This design comes from an exercise in tuning for small area, a short achievable clock period and few clock cycles per item on the open sky130 flow, not from production work.
In this exercise RTL edits were held to simulation tests only and were not proved equivalent to the original.
The clock port is modelled as an ideal driver; clocking choices that lean on that would not hold on a real chip.
Power and IR drop assume default switching activity.

== run 1 ==
Design sobel_gx_gy, start of the top module:
module sobel_gx_gy#(
    parameter p_data_bits = 8
) (
    input wire i_clk,
    input wire i_rst,
    output wire busy_out,
    input wire valid_in,
    input wire [9*p_data_bits-1:0] data_in,
    output reg valid_out,
    output reg [p_data_bits-1:0] data_out_gx,
    output reg [p_data_bits-1:0] data_out_gy
);
For scale: ~65 flip-flops, ~93 I/O pins, roughly 3300 sq um of cells after synthesis.
Settings: LEC_CHECK=0, ABC_AREA=1, CAP_MARGIN=20, CORE_MARGIN=2, CORE_UTILIZATION=65, SLEW_MARGIN=20; clock period 4.2 ns.
standard.sh (not shown) runs the stock make flow with config.mk's settings and CLKGATE_MAP_FILE= SYNTH_SCRIPT=/design/flow/synth_recipe.tcl, a recipe that flattens the netlist after the stock synthesis.
==> flow/flow/run.sh <==
#!/bin/bash
# Standard ORFS layout with these changes:
#  - Yosys's synth runs with -noabc, so its generic ABC pass does not
#    restructure the written-out carry-save adders before extract_fa maps them
#    to full-adder cells (the registers and the final ABC mapping are as in
#    the standard synthesis);
#  - clock tree synthesis adds no dummy loads;
#  - the port buffers are plain buf_1 cells instead of the resizer's default
#    pick (a 10 um2 delay buffer);
#  - after clock tree synthesis, flow/skew.tcl puts a clock buffer in front of
#    the output registers (grouped by position, at most nine a buffer), so
#    their clock arrives a little later.  This gives
#    the register-to-register paths that end there more time; the input paths
#    are untouched, and the output paths only lose slack;
#  - then flow/swap.tcl lets the resizer swap equivalent input pins (only that)
#    aiming at a period of about 1.6 ns.
# Each tool's output goes to a log file of its own in this folder.
set -euo pipefail
export BUFFER_PORTS_ARGS="-buffer_cell sky130_fd_sc_hd__buf_1"
export SYNTH_ARGS="-noabc"
# ORFS cts.tcl arguments, plus -dont_use_dummy_load (no dummy clock loads)
export CTS_ARGS="-sink_clustering_enable -repair_clock_nets -dont_use_dummy_load"
R=orfs/results/sky130hd/sobel_gx_gy/base
bash standard.sh cts > orfs_to_cts.log 2>&1
SKEW_GROUP=9 SKEW_IN=$R/4_cts.odb SKEW_OUT=$R/4_cts_skew.odb SKEW_CELL=sky130_fd_sc_hd__clkbuf_4 \
  openroad -no_init -exit flow/skew.tcl > skew.log 2>&1
SWAP_IN=$R/4_cts_skew.odb SWAP_SDC=$R/4_cts.sdc SWAP_OUT=$R/4_cts_swap.odb SWAP_MARGIN=2.6 \
  openroad -no_init -exit flow/swap.tcl > swap.log 2>&1
mv -f $R/4_cts_swap.odb $R/4_cts.odb
rm -f $R/4_cts_skew.odb
bash standard.sh finish > orfs_finish.log 2>&1
Other scripts of this flow, unchanged in this note and not shown: flow/flow/skew.tcl, flow/flow/swap.tcl
Run 1 completed; timing, DRC and antenna clean
Testbench counts of run 1, summed over its fixed seeds: cycles 3,216, items 3,200.
### run 1 -> run 2
Settings: CORE_UTILIZATION: 65 -> 55; PLACE_DENSITY: unset -> 0.9.
==> run notes <==
- There was hardly any difference in sequential power between run 1 and run 2.
- Any difference in cell area between run 1 and run 2 is small enough to ignore.
- Run 2 does worse than run 1 on setup slack of the critical path after layout.
- Run 2 reports a higher via count than run 1 does.
Setup changes, run 2 to run 3
Settings: PLACE_DENSITY: 0.9 -> unset.
Summary of run 3 over run 2: worst setup slack for register-to-register paths shows an increase of 0.05 ns; number of global-route vias before repair fell 160. Run 3 vs run 2, endpoint arrival time on the critical path went down by 1.22 ns. Taking run 2 as the reference, in run 3 wire length of the first global-routing pass decreased 9.4%; HPWL reported at the end of detailed placement shrank by 8.6%.
#### Input delta (run 4 over run 3)
Settings: swapping 55 for 65 in CORE_UTILIZATION.
--- a/flow/flow/run.sh
+++ b/flow/flow/run.sh
@@ -5,5 +5,5 @@
 #    to full-adder cells (the registers and the final ABC mapping are as in
 #    the standard synthesis);
-#  - clock tree synthesis adds no dummy loads;
+#  - clock tree synthesis uses clkbuf_4 and adds no dummy loads;
 #  - the port buffers are plain buf_1 cells instead of the resizer's default
 #    pick (a 10 um2 delay buffer);
@@ -19,6 +19,7 @@
 export BUFFER_PORTS_ARGS="-buffer_cell sky130_fd_sc_hd__buf_1"
 export SYNTH_ARGS="-noabc"
-# ORFS cts.tcl arguments, plus -dont_use_dummy_load (no dummy clock loads)
-export CTS_ARGS="-sink_clustering_enable -repair_clock_nets -dont_use_dummy_load"
+# ORFS cts.tcl arguments, plus -dont_use_dummy_load (no dummy clock loads),
+# with clkbuf_4 as the clock tree's buffer (as CTS_BUF_LIST would set it)
+export CTS_ARGS="-sink_clustering_enable -repair_clock_nets -dont_use_dummy_load -buf_list sky130_fd_sc_hd__clkbuf_4 -root_buf sky130_fd_sc_hd__clkbuf_4"
 R=orfs/results/sky130hd/sobel_gx_gy/base
 bash standard.sh cts > orfs_to_cts.log 2>&1
--- outcome ---
Per the comparison of run 4 with run 3, switching power share of the total rose by 1.6 points, hold slack saw a decrease, share of total power in combinational logic up 2.4 points, fraction of cell area in non-clock buffers flat.
Setup changes, run 4 to run 5
Settings: PLACE_DENSITY now 0.9, previously not set.
--- a/flow/flow/run.sh
+++ b/flow/flow/run.sh
@@ -5,5 +5,5 @@
 #    to full-adder cells (the registers and the final ABC mapping are as in
 #    the standard synthesis);
-#  - clock tree synthesis uses clkbuf_4 and adds no dummy loads;
+#  - clock tree synthesis adds no dummy loads;
 #  - the port buffers are plain buf_1 cells instead of the resizer's default
 #    pick (a 10 um2 delay buffer);
@@ -19,7 +19,6 @@
 export BUFFER_PORTS_ARGS="-buffer_cell sky130_fd_sc_hd__buf_1"
 export SYNTH_ARGS="-noabc"
-# ORFS cts.tcl arguments, plus -dont_use_dummy_load (no dummy clock loads),
-# with clkbuf_4 as the clock tree's buffer (as CTS_BUF_LIST would set it)
-export CTS_ARGS="-sink_clustering_enable -repair_clock_nets -dont_use_dummy_load -buf_list sky130_fd_sc_hd__clkbuf_4 -root_buf sky130_fd_sc_hd__clkbuf_4"
+# ORFS cts.tcl arguments, plus -dont_use_dummy_load (no dummy clock loads)
+export CTS_ARGS="-sink_clustering_enable -repair_clock_nets -dont_use_dummy_load"
 R=orfs/results/sky130hd/sobel_gx_gy/base
 bash standard.sh cts > orfs_to_cts.log 2>&1
Notes after the runs:
- Looking at power share of the clock group across run 5 and run 4, the one that comes out higher is run 5.
- Summary — summed area of non-filler cells in the final layout, run 5 relative to run 4: higher, by 1.5%.
- Changes observed in run 5 relative to run 4: count of instances resized after the clock tree is built comparable, cell count along the critical path now larger.

==> static timing again, ports no longer ideal <==
Ports are ideal in the flow. The routed layouts listed here were re-timed in OpenROAD.
Step 1 sets driving cells, clkbuf_16 on the clock port and buf_2 on the other inputs (assumed; they add their load-dependent delay and slew).
Step 2 times the ports against the registers' clock, not the clock port: input delays grow and output delays shrink by t, the midpoint of the rising clock arrivals with the driver on.
Slacks: ideal ports / drivers / drivers and shift; pairs: ideal ports / drivers.
| run | t, ns | setup slack, ns | worst hold slack (ns) | clock arrival spread, ns | cell pins on the clock port's net |
|---|---|---|---|---|---|
| run 1 | 0.426 | 2.388 / 2.360 / 2.004 | 0.211 / 0.211 / 0.211 | 0.189 / 0.189 | 1 |
| run 2 | 0.418 | 2.374 / 2.374 / 2.010 | 0.229 / 0.229 / 0.229 | 0.187 / 0.187 | 1 |
| run 3 | 0.430 | 2.381 / 2.352 / 1.993 | 0.220 / 0.220 / 0.220 | 0.181 / 0.181 | 1 |
| run 4 | 0.479 | 2.330 / 2.303 / 2.012 | 0.212 / 0.212 / 0.212 | 0.204 / 0.204 | 1 |
| run 5 | 0.430 | 2.373 / 2.355 / 2.017 | 0.222 / 0.222 / 0.222 | 0.185 / 0.185 | 1 |
After both steps every run listed still meets setup and hold. For run 3, which loses most, drivers alone change the setup slack by -0.029 ns; drivers and shift together by -0.388 ns.
